This is an optimization exercise on Yosys and OpenROAD, whose aim is small area, not a production implementation.
The RTL was checked by simulation tests, not by an equivalence proof against the original design.
Power figures rest on the tool's default switching activity, not on a simulated workload.

==> flow/design.v <==
module top_level(input wire clk, input wire rst, input wire[7:0] data, input wire[3:0] address, input wire wr, output wire[3:0] ch0_audio, ch1_audio, ch2_audio);
genvar i;
reg[7:0] ch0_freq;
reg[7:0] ch0_p_vol;
reg[7:0] ch0_nduty;
reg[5:0] ch0_ctrl;
reg[7:0] ch1_freq;
reg[7:0] ch1_p_vol;
reg[7:0] ch1_nduty;
reg[4:0] ch1_ctrl;
reg[7:0] ch2_freq;
reg[7:0] ch2_sample;
reg[4:0] ch2_ctrl;
wire[7:0] wdata = {8{~rst}} & data;
wire lo = wr & ~address[3];
wire hi = wr & address[3];
always @(posedge clk)
begin
	if(rst | (lo & (address[2:0] == 3'd0))) ch0_freq <= wdata;
	if(rst | (lo & (address[2:0] == 3'd1))) ch0_p_vol <= wdata;
	if(rst | (lo & (address[2:0] == 3'd2))) ch0_nduty <= ~wdata;
	if(rst | (lo & (address[2:0] == 3'd3))) ch0_ctrl <= wdata[5:0];
	if(rst | (lo & (address[2:0] == 3'd4))) ch1_freq <= wdata;
	if(rst | (lo & (address[2:0] == 3'd5))) ch1_p_vol <= wdata;
	if(rst | (lo & (address[2:0] == 3'd6))) ch1_nduty <= ~wdata;
	if(rst | (lo & (address[2:0] == 3'd7))) ch1_ctrl <= wdata[4:0];
	if(rst | (hi & (address[1:0] == 2'd0))) ch2_freq <= wdata;
	if(rst | (hi & (address[1:0] == 2'd1))) ch2_sample <= wdata;
	if(rst | (hi & address[1])) ch2_ctrl <= wdata[4:0];
end
reg[9:0] dac_n;
wire[10:0] dac_b;
assign dac_b[0] = 1'b1;
generate for(i=0;i<10;i=i+1) begin: dac_borrow
	assign dac_b[i+1] = dac_b[i] & ~dac_n[i];
end endgenerate
always @(posedge clk)
	dac_n <= {10{rst}} | (dac_n ^ dac_b[9:0]);
reg[7:0] div0;
reg tick0;
wire div0_match = ~|(div0 ^ ch0_freq);
wire[8:0] div0_c;
assign div0_c[0] = 1'b1;
generate for(i=0;i<8;i=i+1) begin: div0_carry
	assign div0_c[i+1] = div0_c[i] & div0[i];
end endgenerate
always @(posedge clk) begin
	div0 <= {8{~(rst | div0_match)}} & (div0 ^ div0_c[7:0]);
	tick0 <= ~rst & div0_match;
end
reg[7:0] div1;
reg tick1;
wire div1_match = ~|(div1 ^ ch1_freq);
wire[8:0] div1_c;
assign div1_c[0] = 1'b1;
generate for(i=0;i<8;i=i+1) begin: div1_carry
	assign div1_c[i+1] = div1_c[i] & div1[i];
end endgenerate
always @(posedge clk) begin
	div1 <= {8{~(rst | div1_match)}} & (div1 ^ div1_c[7:0]);
	tick1 <= ~rst & div1_match;
end
reg[9:0] div2;
reg tick2;
wire div2_match = ~|(div2[9:2] ^ ch2_freq);
wire[10:0] div2_c;
assign div2_c[0] = 1'b1;
generate for(i=0;i<10;i=i+1) begin: div2_carry
	assign div2_c[i+1] = div2_c[i] & div2[i];
end endgenerate
always @(posedge clk) begin
	div2 <= {10{~(rst | div2_match)}} & (div2 ^ div2_c[9:0]);
	tick2 <= ~rst & div2_match;
end
reg[9:0] ch0_tri;
reg ch0_dir;
wire[10:0] ch0_tc;
assign ch0_tc[0] = tick0;
generate for(i=0;i<10;i=i+1) begin: ch0_toggle
	assign ch0_tc[i+1] = ch0_tc[i] & (ch0_tri[i] ^ ch0_dir);
end endgenerate
always @(posedge clk) begin
	ch0_tri <= {10{~rst}} & (ch0_tri ^ ch0_tc[9:0]);
	if(rst) ch0_dir <= 1'b0;
	else if(&ch0_tri) ch0_dir <= 1'b1;
	else if(ch0_tri == 10'd1) ch0_dir <= 1'b0;
end
reg[9:0] noise;
reg[3:0] noise_cnt;
wire noise_zero = ~|noise;
wire noise_load = tick0 & (noise_cnt == 4'd9);
wire[9:0] noise_d = {noise[2] ^ noise[5], noise[1] ^ noise[4], noise[0] ^ noise[3], noise[9:3]}
                    | {1'b0, noise_zero, 6'd0, noise_zero, 1'b0};
always @(posedge clk) begin
	noise <= {10{~rst}} & (noise ^ ({10{noise_load}} & noise_d));
	if(rst | noise_load) noise_cnt <= 4'd0;
	else if(tick0) noise_cnt <= noise_cnt + 4'd1;
end
reg[10:0] saw1;
wire[11:0] saw1_c;
assign saw1_c[0] = tick1;
generate for(i=0;i<11;i=i+1) begin: saw1_carry
	assign saw1_c[i+1] = saw1_c[i] & saw1[i];
end endgenerate
always @(posedge clk)
	saw1 <= {11{~rst}} & (saw1 ^ saw1_c[10:0]);
reg[7:0] sin_tri;
reg sin_dir;
reg[9:0] sin_acc;
wire[63:0] sin_carry_table = 64'hdfccc300fcf33020;
wire sin_carry = sin_carry_table[{sin_tri[4:0], sin_dir}];
wire[8:0] sin_tc;
assign sin_tc[0] = tick2;
generate for(i=0;i<8;i=i+1) begin: sin_toggle
	assign sin_tc[i+1] = sin_tc[i] & (sin_tri[i] ^ sin_dir);
end endgenerate
wire sin_flip = tick2 & (sin_dir ? (sin_tri[7:2] == 6'b100000 && !sin_tri[0]) : (sin_tri[7:1] == 7'b0111111));
wire[3:0] sin_add = {4{tick2}} & sin_tri[7:4];
wire[4:0] sin_cy;
assign sin_cy[0] = tick2 & sin_carry;
wire[9:0] sin_sum;
generate for(i=0;i<4;i=i+1) begin: sin_adder
	assign sin_sum[i] = sin_acc[i] ^ sin_add[i] ^ sin_cy[i];
	assign sin_cy[i+1] = (sin_acc[i] & sin_add[i]) | (sin_acc[i] & sin_cy[i]) | (sin_add[i] & sin_cy[i]);
end endgenerate
wire sin_neg = tick2 & sin_tri[7];
wire[6:0] sin_tg;
assign sin_tg[0] = sin_cy[4] ^ sin_neg;
generate for(i=0;i<6;i=i+1) begin: sin_updown
	assign sin_sum[4+i] = sin_acc[4+i] ^ sin_tg[i];
	assign sin_tg[i+1] = sin_tg[i] & (sin_acc[4+i] ^ sin_neg);
end endgenerate
always @(posedge clk) begin
	sin_tri <= {8{~rst}} & (sin_tri ^ sin_tc[7:0]);
	sin_dir <= ~rst & (sin_dir ^ sin_flip);
	sin_acc <= {10{~rst}} & sin_sum;
end
function gt_count(input [9:0] a, input [9:0] n);
	integer k; reg g;
	begin
		g = 1'b0;
		for(k=0;k<10;k=k+1) g = (a[k] & n[k]) | (a[k] & g) | (n[k] & g);
		gt_count = g;
	end
endfunction
function gt_duty(input [7:0] t, input [7:0] nd);
	integer k; reg g;
	begin
		g = 1'b1;
		for(k=0;k<8;k=k+1) g = (t[k] & nd[k]) | (t[k] & g) | (nd[k] & g);
		gt_duty = ~g;
	end
endfunction
reg[9:0] s0;
always @(*)
	case(ch0_ctrl[5:4])
	2'b01: s0 = ch0_tri;
	2'b11: s0 = gt_duty(ch0_tri[9:2], ch0_nduty) ? {ch0_p_vol, 2'b00} : 10'd0;
	default: s0 = noise;
	endcase
wire[9:0] s1 = ch1_ctrl[4] ? saw1[10:1] : (gt_duty(saw1[10:3], ch1_nduty) ? {ch1_p_vol, 2'b00} : 10'd0);
wire[9:0] s2 = ch2_ctrl[4] ? sin_acc : {ch2_sample, 2'b00};
assign ch0_audio = ch0_ctrl[3:0] & {4{gt_count(s0, dac_n)}};
assign ch1_audio = ch1_ctrl[3:0] & {4{gt_count(s1, dac_n)}};
assign ch2_audio = ch2_ctrl[3:0] & {4{gt_count(s2, dac_n)}};
endmodule
==> flow/config.mk <==
export PLATFORM = sky130hd
export DESIGN_NAME = top_level
export DESIGN_NICKNAME = top_level
export VERILOG_FILES = /design/flow/design.v
export SDC_FILE = /design/flow/constraint.sdc
export NUM_CORES = 4
export LEC_CHECK = 0
export CAP_MARGIN = 0
export CORE_MARGIN = 2
export CORE_UTILIZATION = 70
export GPL_TIMING_DRIVEN = 0
export PLACE_DENSITY = 0.85
export SLEW_MARGIN = 0
==> flow/constraint.sdc <==
create_clock -name core_clock -period 10.0 [get_ports {clk}]
set_input_delay 2.0000 -clock core_clock [delete_from_list [all_inputs] [get_ports {clk}]]
set_output_delay 2.0000 -clock core_clock [all_outputs]
set_load 0.01 [all_outputs]
standard.sh (not shown) runs the stock make flow with config.mk's settings and CLKGATE_MAP_FILE= SYNTH_SCRIPT=/design/flow/synth_recipe.tcl, a recipe that flattens the netlist after the stock synthesis.
==> flow/flow/run.sh <==
#!/bin/bash
# Layout flow: the standard ORFS flow (standard.sh) with these changes:
#  - synthesis maps logic with an area-oriented ABC script (flow/abc_area.script)
#    in place of ORFS's delay-oriented one; everything else in synthesis is
#    the standard flow's own script, so the registers are the standard synthesis's;
#  - adders are left to ABC too (no ADDER_MAP_FILE), not mapped to ha/fa cells first;
#  - port buffers are sky130_fd_sc_hd__buf_1;
#  - CTS builds the tree from clkbuf_8 without dummy loads.
# Each tool's full output goes to the ORFS logs under orfs/logs; make's own
# output goes to flow.log here.
set -euo pipefail
here=$(pwd)
mkdir -p "$here/myflow"
# The standard flow's synthesis script, with synth.tcl patched to use our ABC script
sed "s#source \$::env(SCRIPTS_DIR)/synth.tcl#source $here/myflow/synth.tcl#" synth_recipe.tcl > "$here/myflow/synth_recipe.tcl"
sed 's#^source \$::env(SCRIPTS_DIR)/synth_preamble.tcl#&\nset abc_args [lreplace $abc_args 1 1 $::env(AREA_ABC_SCRIPT)]#' \
  "$FLOW_HOME/scripts/synth.tcl" > "$here/myflow/synth.tcl"
grep -q AREA_ABC_SCRIPT "$here/myflow/synth.tcl"
export AREA_ABC_SCRIPT="$here/flow/abc_area.script"
bash standard.sh \
  SYNTH_SCRIPT="$here/myflow/synth_recipe.tcl" \
  AREA_ABC_SCRIPT="$AREA_ABC_SCRIPT" \
  ADDER_MAP_FILE= \
  BUFFER_PORTS_ARGS="-buffer_cell sky130_fd_sc_hd__buf_1" \
  CTS_ARGS="-sink_clustering_enable -repair_clock_nets -dont_use_dummy_load -buf_list sky130_fd_sc_hd__clkbuf_8" \
  finish > "$here/flow.log" 2>&1
==> flow/flow/abc_area.script <==
strash
balance
rewrite
refactor
balance
rewrite
rewrite -z
balance
refactor -z
rewrite -z
balance
dch -f
amap
strash
dch -f
amap
Rerun with:
--- a/flow/design.v
+++ b/flow/design.v
@@ -114,22 +114,15 @@
 generate for(i=0;i<8;i=i+1) begin: sin_toggle
 	assign sin_tc[i+1] = sin_tc[i] & (sin_tri[i] ^ sin_dir);
 end endgenerate
 wire sin_flip = tick2 & (sin_dir ? (sin_tri[7:2] == 6'b100000 && !sin_tri[0]) : (sin_tri[7:1] == 7'b0111111));
-wire[3:0] sin_add = {4{tick2}} & sin_tri[7:4];
-wire[4:0] sin_cy;
+wire[9:0] sin_add = {10{tick2}} & {{6{sin_tri[7]}}, sin_tri[7:4]};
+wire[10:0] sin_cy;
 assign sin_cy[0] = tick2 & sin_carry;
 wire[9:0] sin_sum;
-generate for(i=0;i<4;i=i+1) begin: sin_adder
+generate for(i=0;i<10;i=i+1) begin: sin_adder
 	assign sin_sum[i] = sin_acc[i] ^ sin_add[i] ^ sin_cy[i];
 	assign sin_cy[i+1] = (sin_acc[i] & sin_add[i]) | (sin_acc[i] & sin_cy[i]) | (sin_add[i] & sin_cy[i]);
-end endgenerate
-wire sin_neg = tick2 & sin_tri[7];
-wire[6:0] sin_tg;
-assign sin_tg[0] = sin_cy[4] ^ sin_neg;
-generate for(i=0;i<6;i=i+1) begin: sin_updown
-	assign sin_sum[4+i] = sin_acc[4+i] ^ sin_tg[i];
-	assign sin_tg[i+1] = sin_tg[i] & (sin_acc[4+i] ^ sin_neg);
 end endgenerate
 always @(posedge clk) begin
 	sin_tri <= {8{~rst}} & (sin_tri ^ sin_tc[7:0]);
 	sin_dir <= ~rst & (sin_dir ^ sin_flip);
After rerunning: Power hardly moves; wire length is about the same; synthesized cell count rose by 2.1%; utilization drops by 0.19 points; die area went up by about 0.5%; sequential share of layout area decreases by 0.11 points.

## re-timing with driven ports
Ports are ideal in the flow. The routed layouts listed here were re-timed in OpenROAD. Step 1 (the two cells are an assumption about what drives the block):
set clk [get_ports {clk}]
set_driving_cell -lib_cell sky130_fd_sc_hd__clkbuf_16 $clk
set_driving_cell -lib_cell sky130_fd_sc_hd__buf_2 [delete_from_list [all_inputs] $clk]
Step 2, shift: input delay + t, output delay - t, t = (earliest + latest rising clock arrival at the registers) / 2. This alone moves slack from input paths to output paths. Three values: no drivers, after step 1, after step 2; two values: the first two.
run | t, ns | setup slack, ns | clock arrival spread, ns | slew at the worst register clock pin (ns)
the first run | 0.486 | 3.246 / 3.212 / 3.698 | 0.045 / 0.046 | 0.10 / 0.10
the second run | 0.476 | 3.190 / 3.152 / 3.627 | 0.031 / 0.031 | 0.09 / 0.09
After both steps setup and hold are still met in every run listed.
